Context: an optimization exercise on an open-source flow, tuned for small area. The choices shown serve that exercise and are no tape-out recipe. Function not checked in this run: the RTL went through the layout flow alone. Power and IR drop assume default switching activity.

$ cat flow/constraint.sdc
create_clock -name core_clock -period 8.0 [get_ports {clock}]
set_input_delay 1.6000 -clock core_clock [delete_from_list [all_inputs] [get_ports {clock}]]
set_output_delay 1.6000 -clock core_clock [all_outputs]
set_load 0.01 [all_outputs]
$ cat flow/run.sh
#!/bin/bash
# synth_recipe.tcl (not shown) runs the flow's synth.tcl, then flattens the netlist and writes it again
# the make line also repeats each setting of config.mk as NAME=value (left out here)
make -C /OpenROAD-flow-scripts/flow DESIGN_CONFIG=/design/flow/config.mk WORK_HOME=/design/flow/orfs CLKGATE_MAP_FILE= SYNTH_SCRIPT=/design/flow/synth_recipe.tcl finish
$ cat flow/config.mk
export PLATFORM = sky130hd
export DESIGN_NAME = MultMan
export DESIGN_NICKNAME = MultMan
export VERILOG_FILES = /design/flow/design.v
export SDC_FILE = /design/flow/constraint.sdc
export NUM_CORES = 4
export LEC_CHECK = 0
export CAP_MARGIN = 20
export CORE_MARGIN = 2
export CORE_UTILIZATION = 40
export SLEW_MARGIN = 20
$ cat flow/design.v
module MultMan(
  input         clock,
  input         reset,
  input         io_rstn,
  input         io_data_rdy,
  input  [9:0]  io_mult1,
  input  [9:0]  io_mult2,
  output        io_res_rdy,
  output [19:0] io_res
);
  reg [89:0] a;
  reg [89:0] b;
  reg [9:0]  v;
  reg [19:0] res;
  wire clr = reset | ~io_rstn;
  wire [19:0] prod;
  mul10 u_mul(.x(a[89:80]), .y(b[89:80]), .g(v[8] & ~clr), .p(prod));
  always @(posedge clock) begin
    a <= {a[79:0], io_mult1};
    b <= {b[79:0], io_mult2};
    v <= clr ? 10'd0 : {v[8:0], io_data_rdy};
    res <= prod;
  end
  assign io_res_rdy = v[9];
  assign io_res = res;
endmodule
module mul10(
  input [9:0] x,
  input [9:0] y,
  input g,
  output [19:0] p
);
  wire pp_0_0 = x[0] & y[0] & g;
  wire pp_0_1 = x[0] & y[1] & g;
  wire pp_0_2 = x[0] & y[2] & g;
  wire pp_0_3 = x[0] & y[3] & g;
  wire pp_0_4 = x[0] & y[4] & g;
  wire pp_0_5 = x[0] & y[5] & g;
  wire pp_0_6 = x[0] & y[6] & g;
  wire pp_0_7 = x[0] & y[7] & g;
  wire pp_0_8 = x[0] & y[8] & g;
  wire pp_0_9 = x[0] & y[9] & g;
  wire pp_1_0 = x[1] & y[0] & g;
  wire pp_1_1 = x[1] & y[1] & g;
  wire pp_1_2 = x[1] & y[2] & g;
  wire pp_1_3 = x[1] & y[3] & g;
  wire pp_1_4 = x[1] & y[4] & g;
  wire pp_1_5 = x[1] & y[5] & g;
  wire pp_1_6 = x[1] & y[6] & g;
  wire pp_1_7 = x[1] & y[7] & g;
  wire pp_1_8 = x[1] & y[8] & g;
  wire pp_1_9 = x[1] & y[9] & g;
  wire pp_2_0 = x[2] & y[0] & g;
  wire pp_2_1 = x[2] & y[1] & g;
  wire pp_2_2 = x[2] & y[2] & g;
  wire pp_2_3 = x[2] & y[3] & g;
  wire pp_2_4 = x[2] & y[4] & g;
  wire pp_2_5 = x[2] & y[5] & g;
  wire pp_2_6 = x[2] & y[6] & g;
  wire pp_2_7 = x[2] & y[7] & g;
  wire pp_2_8 = x[2] & y[8] & g;
  wire pp_2_9 = x[2] & y[9] & g;
  wire pp_3_0 = x[3] & y[0] & g;
  wire pp_3_1 = x[3] & y[1] & g;
  wire pp_3_2 = x[3] & y[2] & g;
  wire pp_3_3 = x[3] & y[3] & g;
  wire pp_3_4 = x[3] & y[4] & g;
  wire pp_3_5 = x[3] & y[5] & g;
  wire pp_3_6 = x[3] & y[6] & g;
  wire pp_3_7 = x[3] & y[7] & g;
  wire pp_3_8 = x[3] & y[8] & g;
  wire pp_3_9 = x[3] & y[9] & g;
  wire pp_4_0 = x[4] & y[0] & g;
  wire pp_4_1 = x[4] & y[1] & g;
  wire pp_4_2 = x[4] & y[2] & g;
  wire pp_4_3 = x[4] & y[3] & g;
  wire pp_4_4 = x[4] & y[4] & g;
  wire pp_4_5 = x[4] & y[5] & g;
  wire pp_4_6 = x[4] & y[6] & g;
  wire pp_4_7 = x[4] & y[7] & g;
  wire pp_4_8 = x[4] & y[8] & g;
  wire pp_4_9 = x[4] & y[9] & g;
  wire pp_5_0 = x[5] & y[0] & g;
  wire pp_5_1 = x[5] & y[1] & g;
  wire pp_5_2 = x[5] & y[2] & g;
  wire pp_5_3 = x[5] & y[3] & g;
  wire pp_5_4 = x[5] & y[4] & g;
  wire pp_5_5 = x[5] & y[5] & g;
  wire pp_5_6 = x[5] & y[6] & g;
  wire pp_5_7 = x[5] & y[7] & g;
  wire pp_5_8 = x[5] & y[8] & g;
  wire pp_5_9 = x[5] & y[9] & g;
  wire pp_6_0 = x[6] & y[0] & g;
  wire pp_6_1 = x[6] & y[1] & g;
  wire pp_6_2 = x[6] & y[2] & g;
  wire pp_6_3 = x[6] & y[3] & g;
  wire pp_6_4 = x[6] & y[4] & g;
  wire pp_6_5 = x[6] & y[5] & g;
  wire pp_6_6 = x[6] & y[6] & g;
  wire pp_6_7 = x[6] & y[7] & g;
  wire pp_6_8 = x[6] & y[8] & g;
  wire pp_6_9 = x[6] & y[9] & g;
  wire pp_7_0 = x[7] & y[0] & g;
  wire pp_7_1 = x[7] & y[1] & g;
  wire pp_7_2 = x[7] & y[2] & g;
  wire pp_7_3 = x[7] & y[3] & g;
  wire pp_7_4 = x[7] & y[4] & g;
  wire pp_7_5 = x[7] & y[5] & g;
  wire pp_7_6 = x[7] & y[6] & g;
  wire pp_7_7 = x[7] & y[7] & g;
  wire pp_7_8 = x[7] & y[8] & g;
  wire pp_7_9 = x[7] & y[9] & g;
  wire pp_8_0 = x[8] & y[0] & g;
  wire pp_8_1 = x[8] & y[1] & g;
  wire pp_8_2 = x[8] & y[2] & g;
  wire pp_8_3 = x[8] & y[3] & g;
  wire pp_8_4 = x[8] & y[4] & g;
  wire pp_8_5 = x[8] & y[5] & g;
  wire pp_8_6 = x[8] & y[6] & g;
  wire pp_8_7 = x[8] & y[7] & g;
  wire pp_8_8 = x[8] & y[8] & g;
  wire pp_8_9 = x[8] & y[9] & g;
  wire pp_9_0 = x[9] & y[0] & g;
  wire pp_9_1 = x[9] & y[1] & g;
  wire pp_9_2 = x[9] & y[2] & g;
  wire pp_9_3 = x[9] & y[3] & g;
  wire pp_9_4 = x[9] & y[4] & g;
  wire pp_9_5 = x[9] & y[5] & g;
  wire pp_9_6 = x[9] & y[6] & g;
  wire pp_9_7 = x[9] & y[7] & g;
  wire pp_9_8 = x[9] & y[8] & g;
  wire pp_9_9 = x[9] & y[9] & g;
  wire hs0 = pp_0_1 ^ pp_1_0;
  wire hc0 = pp_0_1 & pp_1_0;
  wire fs0 = pp_0_2 ^ pp_1_1 ^ pp_2_0;
  wire fc0 = (pp_0_2 & pp_1_1) | (pp_2_0 & (pp_0_2 ^ pp_1_1));
  wire hs1 = hc0 ^ fs0;
  wire hc1 = hc0 & fs0;
  wire fs1 = pp_0_3 ^ pp_1_2 ^ pp_2_1;
  wire fc1 = (pp_0_3 & pp_1_2) | (pp_2_1 & (pp_0_3 ^ pp_1_2));
  wire fs2 = pp_3_0 ^ fc0 ^ fs1;
  wire fc2 = (pp_3_0 & fc0) | (fs1 & (pp_3_0 ^ fc0));
  wire hs2 = hc1 ^ fs2;
  wire hc2 = hc1 & fs2;
  wire fs3 = pp_0_4 ^ pp_1_3 ^ pp_2_2;
  wire fc3 = (pp_0_4 & pp_1_3) | (pp_2_2 & (pp_0_4 ^ pp_1_3));
  wire fs4 = pp_3_1 ^ pp_4_0 ^ fc1;
  wire fc4 = (pp_3_1 & pp_4_0) | (fc1 & (pp_3_1 ^ pp_4_0));
  wire fs5 = fs3 ^ fs4 ^ fc2;
  wire fc5 = (fs3 & fs4) | (fc2 & (fs3 ^ fs4));
  wire hs3 = hc2 ^ fs5;
  wire hc3 = hc2 & fs5;
  wire fs6 = pp_0_5 ^ pp_1_4 ^ pp_2_3;
  wire fc6 = (pp_0_5 & pp_1_4) | (pp_2_3 & (pp_0_5 ^ pp_1_4));
  wire fs7 = pp_3_2 ^ pp_4_1 ^ pp_5_0;
  wire fc7 = (pp_3_2 & pp_4_1) | (pp_5_0 & (pp_3_2 ^ pp_4_1));
  wire fs8 = fc3 ^ fs6 ^ fs7;
  wire fc8 = (fc3 & fs6) | (fs7 & (fc3 ^ fs6));
  wire fs9 = fc4 ^ fs8 ^ fc5;
  wire fc9 = (fc4 & fs8) | (fc5 & (fc4 ^ fs8));
  wire hs4 = hc3 ^ fs9;
  wire hc4 = hc3 & fs9;
  wire fs10 = pp_0_6 ^ pp_1_5 ^ pp_2_4;
  wire fc10 = (pp_0_6 & pp_1_5) | (pp_2_4 & (pp_0_6 ^ pp_1_5));
  wire fs11 = pp_3_3 ^ pp_4_2 ^ pp_5_1;
  wire fc11 = (pp_3_3 & pp_4_2) | (pp_5_1 & (pp_3_3 ^ pp_4_2));
  wire fs12 = pp_6_0 ^ fc6 ^ fc7;
  wire fc12 = (pp_6_0 & fc6) | (fc7 & (pp_6_0 ^ fc6));
  wire fs13 = fs10 ^ fs11 ^ fc8;
  wire fc13 = (fs10 & fs11) | (fc8 & (fs10 ^ fs11));
  wire fs14 = fs12 ^ fs13 ^ fc9;
  wire fc14 = (fs12 & fs13) | (fc9 & (fs12 ^ fs13));
  wire hs5 = hc4 ^ fs14;
  wire hc5 = hc4 & fs14;
  wire fs15 = pp_0_7 ^ pp_1_6 ^ pp_2_5;
  wire fc15 = (pp_0_7 & pp_1_6) | (pp_2_5 & (pp_0_7 ^ pp_1_6));
  wire fs16 = pp_3_4 ^ pp_4_3 ^ pp_5_2;
  wire fc16 = (pp_3_4 & pp_4_3) | (pp_5_2 & (pp_3_4 ^ pp_4_3));
  wire fs17 = pp_6_1 ^ pp_7_0 ^ fc10;
  wire fc17 = (pp_6_1 & pp_7_0) | (fc10 & (pp_6_1 ^ pp_7_0));
  wire fs18 = fc11 ^ fs15 ^ fs16;
  wire fc18 = (fc11 & fs15) | (fs16 & (fc11 ^ fs15));
  wire fs19 = fs17 ^ fc12 ^ fs18;
  wire fc19 = (fs17 & fc12) | (fs18 & (fs17 ^ fc12));
  wire fs20 = fc13 ^ fs19 ^ fc14;
  wire fc20 = (fc13 & fs19) | (fc14 & (fc13 ^ fs19));
  wire hs6 = hc5 ^ fs20;
  wire hc6 = hc5 & fs20;
  wire fs21 = pp_0_8 ^ pp_1_7 ^ pp_2_6;
  wire fc21 = (pp_0_8 & pp_1_7) | (pp_2_6 & (pp_0_8 ^ pp_1_7));
  wire fs22 = pp_3_5 ^ pp_4_4 ^ pp_5_3;
  wire fc22 = (pp_3_5 & pp_4_4) | (pp_5_3 & (pp_3_5 ^ pp_4_4));
  wire fs23 = pp_6_2 ^ pp_7_1 ^ pp_8_0;
  wire fc23 = (pp_6_2 & pp_7_1) | (pp_8_0 & (pp_6_2 ^ pp_7_1));
  wire fs24 = fc15 ^ fc16 ^ fs21;
  wire fc24 = (fc15 & fc16) | (fs21 & (fc15 ^ fc16));
  wire fs25 = fs22 ^ fs23 ^ fc17;
  wire fc25 = (fs22 & fs23) | (fc17 & (fs22 ^ fs23));
  wire fs26 = fc18 ^ fs24 ^ fs25;
  wire fc26 = (fc18 & fs24) | (fs25 & (fc18 ^ fs24));
  wire fs27 = fc19 ^ fs26 ^ fc20;
  wire fc27 = (fc19 & fs26) | (fc20 & (fc19 ^ fs26));
  wire hs7 = hc6 ^ fs27;
  wire hc7 = hc6 & fs27;
  wire fs28 = pp_0_9 ^ pp_1_8 ^ pp_2_7;
  wire fc28 = (pp_0_9 & pp_1_8) | (pp_2_7 & (pp_0_9 ^ pp_1_8));
  wire fs29 = pp_3_6 ^ pp_4_5 ^ pp_5_4;
  wire fc29 = (pp_3_6 & pp_4_5) | (pp_5_4 & (pp_3_6 ^ pp_4_5));
  wire fs30 = pp_6_3 ^ pp_7_2 ^ pp_8_1;
  wire fc30 = (pp_6_3 & pp_7_2) | (pp_8_1 & (pp_6_3 ^ pp_7_2));
  wire fs31 = pp_9_0 ^ fc21 ^ fc22;
  wire fc31 = (pp_9_0 & fc21) | (fc22 & (pp_9_0 ^ fc21));
  wire fs32 = fc23 ^ fs28 ^ fs29;
  wire fc32 = (fc23 & fs28) | (fs29 & (fc23 ^ fs28));
  wire fs33 = fs30 ^ fc24 ^ fs31;
  wire fc33 = (fs30 & fc24) | (fs31 & (fs30 ^ fc24));
  wire fs34 = fs32 ^ fc25 ^ fs33;
  wire fc34 = (fs32 & fc25) | (fs33 & (fs32 ^ fc25));
  wire fs35 = fc26 ^ fs34 ^ fc27;
  wire fc35 = (fc26 & fs34) | (fc27 & (fc26 ^ fs34));
  wire hs8 = hc7 ^ fs35;
  wire hc8 = hc7 & fs35;
  wire fs36 = pp_1_9 ^ pp_2_8 ^ pp_3_7;
  wire fc36 = (pp_1_9 & pp_2_8) | (pp_3_7 & (pp_1_9 ^ pp_2_8));
  wire fs37 = pp_4_6 ^ pp_5_5 ^ pp_6_4;
  wire fc37 = (pp_4_6 & pp_5_5) | (pp_6_4 & (pp_4_6 ^ pp_5_5));
  wire fs38 = pp_7_3 ^ pp_8_2 ^ pp_9_1;
  wire fc38 = (pp_7_3 & pp_8_2) | (pp_9_1 & (pp_7_3 ^ pp_8_2));
  wire fs39 = fc28 ^ fc29 ^ fc30;
  wire fc39 = (fc28 & fc29) | (fc30 & (fc28 ^ fc29));
  wire fs40 = fs36 ^ fs37 ^ fs38;
  wire fc40 = (fs36 & fs37) | (fs38 & (fs36 ^ fs37));
  wire fs41 = fc31 ^ fc32 ^ fs39;
  wire fc41 = (fc31 & fc32) | (fs39 & (fc31 ^ fc32));
  wire fs42 = fs40 ^ fc33 ^ fs41;
  wire fc42 = (fs40 & fc33) | (fs41 & (fs40 ^ fc33));
  wire fs43 = fc34 ^ fs42 ^ fc35;
  wire fc43 = (fc34 & fs42) | (fc35 & (fc34 ^ fs42));
  wire hs9 = hc8 ^ fs43;
  wire hc9 = hc8 & fs43;
  wire fs44 = pp_2_9 ^ pp_3_8 ^ pp_4_7;
  wire fc44 = (pp_2_9 & pp_3_8) | (pp_4_7 & (pp_2_9 ^ pp_3_8));
  wire fs45 = pp_5_6 ^ pp_6_5 ^ pp_7_4;
  wire fc45 = (pp_5_6 & pp_6_5) | (pp_7_4 & (pp_5_6 ^ pp_6_5));
  wire fs46 = pp_8_3 ^ pp_9_2 ^ fc36;
  wire fc46 = (pp_8_3 & pp_9_2) | (fc36 & (pp_8_3 ^ pp_9_2));
  wire fs47 = fc37 ^ fc38 ^ fs44;
  wire fc47 = (fc37 & fc38) | (fs44 & (fc37 ^ fc38));
  wire fs48 = fs45 ^ fs46 ^ fc39;
  wire fc48 = (fs45 & fs46) | (fc39 & (fs45 ^ fs46));
  wire fs49 = fc40 ^ fs47 ^ fs48;
  wire fc49 = (fc40 & fs47) | (fs48 & (fc40 ^ fs47));
  wire fs50 = fc41 ^ fs49 ^ fc42;
  wire fc50 = (fc41 & fs49) | (fc42 & (fc41 ^ fs49));
  wire fs51 = fs50 ^ fc43 ^ hc9;
  wire fc51 = (fs50 & fc43) | (hc9 & (fs50 ^ fc43));
  wire fs52 = pp_3_9 ^ pp_4_8 ^ pp_5_7;
  wire fc52 = (pp_3_9 & pp_4_8) | (pp_5_7 & (pp_3_9 ^ pp_4_8));
  wire fs53 = pp_6_6 ^ pp_7_5 ^ pp_8_4;
  wire fc53 = (pp_6_6 & pp_7_5) | (pp_8_4 & (pp_6_6 ^ pp_7_5));
  wire fs54 = pp_9_3 ^ fc44 ^ fc45;
  wire fc54 = (pp_9_3 & fc44) | (fc45 & (pp_9_3 ^ fc44));
  wire fs55 = fs52 ^ fs53 ^ fc46;
  wire fc55 = (fs52 & fs53) | (fc46 & (fs52 ^ fs53));
  wire fs56 = fc47 ^ fs54 ^ fs55;
  wire fc56 = (fc47 & fs54) | (fs55 & (fc47 ^ fs54));
  wire fs57 = fc48 ^ fs56 ^ fc49;
  wire fc57 = (fc48 & fs56) | (fc49 & (fc48 ^ fs56));
  wire fs58 = fs57 ^ fc50 ^ fc51;
  wire fc58 = (fs57 & fc50) | (fc51 & (fs57 ^ fc50));
  wire fs59 = pp_4_9 ^ pp_5_8 ^ pp_6_7;
  wire fc59 = (pp_4_9 & pp_5_8) | (pp_6_7 & (pp_4_9 ^ pp_5_8));
  wire fs60 = pp_7_6 ^ pp_8_5 ^ pp_9_4;
  wire fc60 = (pp_7_6 & pp_8_5) | (pp_9_4 & (pp_7_6 ^ pp_8_5));
  wire fs61 = fc52 ^ fc53 ^ fs59;
  wire fc61 = (fc52 & fc53) | (fs59 & (fc52 ^ fc53));
  wire fs62 = fs60 ^ fc54 ^ fs61;
  wire fc62 = (fs60 & fc54) | (fs61 & (fs60 ^ fc54));
  wire fs63 = fc55 ^ fs62 ^ fc56;
  wire fc63 = (fc55 & fs62) | (fc56 & (fc55 ^ fs62));
  wire fs64 = fs63 ^ fc57 ^ fc58;
  wire fc64 = (fs63 & fc57) | (fc58 & (fs63 ^ fc57));
  wire fs65 = pp_5_9 ^ pp_6_8 ^ pp_7_7;
  wire fc65 = (pp_5_9 & pp_6_8) | (pp_7_7 & (pp_5_9 ^ pp_6_8));
  wire fs66 = pp_8_6 ^ pp_9_5 ^ fc59;
  wire fc66 = (pp_8_6 & pp_9_5) | (fc59 & (pp_8_6 ^ pp_9_5));
  wire fs67 = fc60 ^ fs65 ^ fs66;
  wire fc67 = (fc60 & fs65) | (fs66 & (fc60 ^ fs65));
  wire fs68 = fc61 ^ fs67 ^ fc62;
  wire fc68 = (fc61 & fs67) | (fc62 & (fc61 ^ fs67));
  wire fs69 = fs68 ^ fc63 ^ fc64;
  wire fc69 = (fs68 & fc63) | (fc64 & (fs68 ^ fc63));
  wire fs70 = pp_6_9 ^ pp_7_8 ^ pp_8_7;
  wire fc70 = (pp_6_9 & pp_7_8) | (pp_8_7 & (pp_6_9 ^ pp_7_8));
  wire fs71 = pp_9_6 ^ fc65 ^ fs70;
  wire fc71 = (pp_9_6 & fc65) | (fs70 & (pp_9_6 ^ fc65));
  wire fs72 = fc66 ^ fs71 ^ fc67;
  wire fc72 = (fc66 & fs71) | (fc67 & (fc66 ^ fs71));
  wire fs73 = fs72 ^ fc68 ^ fc69;
  wire fc73 = (fs72 & fc68) | (fc69 & (fs72 ^ fc68));
  wire fs74 = pp_7_9 ^ pp_8_8 ^ pp_9_7;
  wire fc74 = (pp_7_9 & pp_8_8) | (pp_9_7 & (pp_7_9 ^ pp_8_8));
  wire fs75 = fc70 ^ fs74 ^ fc71;
  wire fc75 = (fc70 & fs74) | (fc71 & (fc70 ^ fs74));
  wire fs76 = fs75 ^ fc72 ^ fc73;
  wire fc76 = (fs75 & fc72) | (fc73 & (fs75 ^ fc72));
  wire fs77 = pp_8_9 ^ pp_9_8 ^ fc74;
  wire fc77 = (pp_8_9 & pp_9_8) | (fc74 & (pp_8_9 ^ pp_9_8));
  wire fs78 = fs77 ^ fc75 ^ fc76;
  wire fc78 = (fs77 & fc75) | (fc76 & (fs77 ^ fc75));
  wire fs79 = pp_9_9 ^ fc77 ^ fc78;
  wire fc79 = (pp_9_9 & fc77) | (fc78 & (pp_9_9 ^ fc77));
  assign p = {fc79, fs79, fs78, fs76, fs73, fs69, fs64, fs58, fs51, hs9, hs8, hs7, hs6, hs5, hs4, hs3, hs2, hs1, hs0, pp_0_0};
endmodule
==> results.txt <==
cells in the mapped netlist, drive strengths merged:
| library cell | instances |
|---|---|
| and2 | 12 |
| and3 | 40 |
| and3b | 1 |
| and4b | 2 |
| buf | 28 |
| dfxtp | 210 |
| fa | 80 |
| ha | 10 |
| inv | 59 |
| nand2 | 17 |
| nand3 | 40 |
| nor2b | 1 |
layer usage:
layer	GRT usage	share of wire	up-vias
li1	-	-	1619
met1	0.1395	0.40	1668
met2	0.2074	0.50	88
met3	0.03030	0.060	27
met4	0.04282	0.035	0
met5	0	0	-
metrics by stage:
step	total power, mW	area (um2)	setup slack [ps]
finish	2.205	8434	-144.0
CTS	2.241	8422	-149.6
global route	2.290	8434	-305.0
detailed placement	1.155	7617	-1049
global placement	1.153	7617	-982.9
floorplan	1.134	6979	-488.5
critical path: stages:
cell and delay (ps):
buf_6 90, and3b_2 280, and3_4 200, fa_2 440
fa_2 360, fa_2 370, fa_2 350, fa_2 360
fa_2 350, fa_2 350, fa_2 350, fa_1 450
ha_2 190, fa_2 340, fa_2 350, fa_2 350
fa_2 350, fa_2 340, inv_2 60, fa_2 180
inv_2 40, fa_2 330, fa_2 520
power breakdown:
group | internal, mW | switching (mW) | leakage [nW]
Clock | 0.688 | 0.386 | 0.384
Sequential | 1.09 | 0.0235 | 1.76
Combinational | 0.0114 | 0.00196 | 1.74
registers in the layout, summed over array words and instances (netlist names):
register  cells
a            90
b            90
res          20
v            10
path summary, 6_finish.rpt:
| kind | end | slack (ps) | cells after the start |
|---|---|---|---|
| worst max-delay path | res[18] | -140 | 23 |
| worst min-delay path | b[85] | 320 | 0 |
| worst max register to register | res[18] | 660 | 21 |
| worst min register to register | b[85] | 320 | 0 |
area by class of cell:
cell class,instances,area [um2],share of cell area
flip-flops and latches,210,4204,0.4984
clock buffers,25,549.3,0.06512
inverters,59,221.5,0.02626
well taps,225,281.5,0.03338
multi-input cells,203,2412,0.2860
repair buffers,54,529.3,0.06275
clock inverters,11,236.5,0.02804
logic make-up (layout without fill, tap and decap cells):
| group | count (synthesis) | after routing | share of synthesized area |
|---|---|---|---|
| adder cells (fa/ha/maj) | 90 | 90 | 0.2489 |
| buffers and inverters | 87 | 149 | 0.05501 |
| flip-flops | 210 | 210 | 0.6061 |
| AND/OR/NAND/NOR | 113 | 113 | 0.09001 |
what timing repair did:
| action | in CTS | in global routing |
|---|---|---|
| endpoints found under the setup margin | 3 | 3 |
| pin swaps | 1 | 1 |
| gates resized for setup | 15 | 3 |
==> results.json <==
{
  "fill_cells": 1499,
  "critPathKind": "input port to flip-flop",
  "gp_congestion": 0.8176,
  "place_hpwl_um": 6760,
  "layout-drive-gt1-share": 0.1246,
  "die_area_um2": 18410,
  "drtIter0Drc": 140,
  "num_io_pins": 45,
  "final_common_cell": "dfxtp_1",
  "grt.total_usage": 0.1180,
  "synth.distinct_cells": 15,
  "hold_class": "flip-flop to flip-flop",
  "fin_tns_setup_ps": -154.4,
  "crit_fanout": 5,
  "grt_pass1_vias": 3631,
  "die_w_um": 135.7,
  "vdd_drop_max_mv": 0.2141,
  "yosysTopAreaCell": "dfxtp_1",
  "io_buffers": 44,
  "drv_cap": 0,
  "cts-hold-fix-buffers": 0,
  "clk_pin_slew_ps": 60,
  "critical_path.startpoint_type": "input port",
  "synth_top_cells_by_area": "dfxtp_1 (61%), fa_1 (23%), and3_1 (3.6%)",
  "fmax_ghz": 0.1228,
  "finalWorstSetupSlack_ps": -144.0,
  "synth.yosys.seq_area_share": 0.6061,
  "cts_setup_buffers": 0,
  "setup.worst_path.start": "reset",
  "powerDensity_nw_per_um2": 261.4,
  "htreeDepth": 1,
  "first_pass_iters": 4,
  "clock_path_buffers": 3,
  "run_status": "complete, but fails checks",
  "finClkSkew_ps": 7.197,
  "p_leak_nw": 3.883,
  "r2r-start": "b[83]",
  "cts_root_buf": "clkbuf_16",
  "antenna_found_initial": 0,
  "tightest_slew_ps": 466.0,
  "tritoncts": "yes",
  "dieHeight_um": 135.7,
  "instances_no_fill": 787,
  "slew_headroom": 0.6889,
  "final-hold-violation-count": 0,
  "grt_max_degree": 34,
  "grt_overflow_total": 0,
  "drc_errors": 0,
  "synth_nets": 614,
  "core_area_um2": 17120,
  "fin_crit_ps": 8144,
  "cts.sinks": 210,
  "start_util": 0.4053,
  "grt_pass1_wl_um": 17180,
  "hold_slack_ps": 320.9,
  "wl_per_cell_um": 12.48,
  "placedCellCount": 751,
  "slew_viol_final": 0,
  "finalSetupViolCount": 2,
  "ys_seq_elements": 210,
  "period_share": 1.018,
  "syn_avg_cell_area_um2": 13.87,
  "synth_cells": 500,
  "layout_common_cells": "dfxtp_1 (210), fa_1 (63), inv_1 (57), clkdlybuf4s50_1 (42), nand3_1 (40)",
  "antenna_cells": 0,
  "endpoint_kind": "flip-flop",
  "vias": 3402,
  "ys_warn_count": 1,
  "yosysTopAreaCellShare": 0.6061,
  "via_per_inst": 4.323,
  "syn_area_um2": 6937,
  "rsz0062_at_grt": "true",
  "insertion_delay_ps": 500,
  "post-route-util": 0.4928,
  "so.violations": "negative setup slack",
  "routed_wl_um": 9821,
  "min_from": "b[75]",
  "synthToLayoutAreaGrowth_pct": 21.59,
  "rows": 48,
  "antenna_left": 0,
  "crit_arrival_ps": 8590,
  "final_nets": 662,
  "worstPathRequired_ps": 8450,
  "cts_inserted_buffers": 20
}

static timing again, ports no longer ideal:
The results above use ideal ports. As a check the final layout listed here was re-extracted and re-timed, cells and wires unchanged.
Step 1 assumes that a clkbuf_16 drives the clock port and a buf_2 every other input.
Step 2 adds t to the input delays and takes it off the output delays; t is the mean of the earliest and latest rising clock arrival at the registers after step 1. Input paths then give back, and output paths get back, about the clock's delay inside the block.
a / b / c = no drivers / after step 1 / after step 2; a / b = the first two.
shift t [ns]: 0.538
setup slack, ns: -0.144 / -0.136 / -0.674
worst setup path at the end: input to register
For this run, drivers alone change the setup slack by +0.008 ns; drivers and shift together by -0.530 ns.
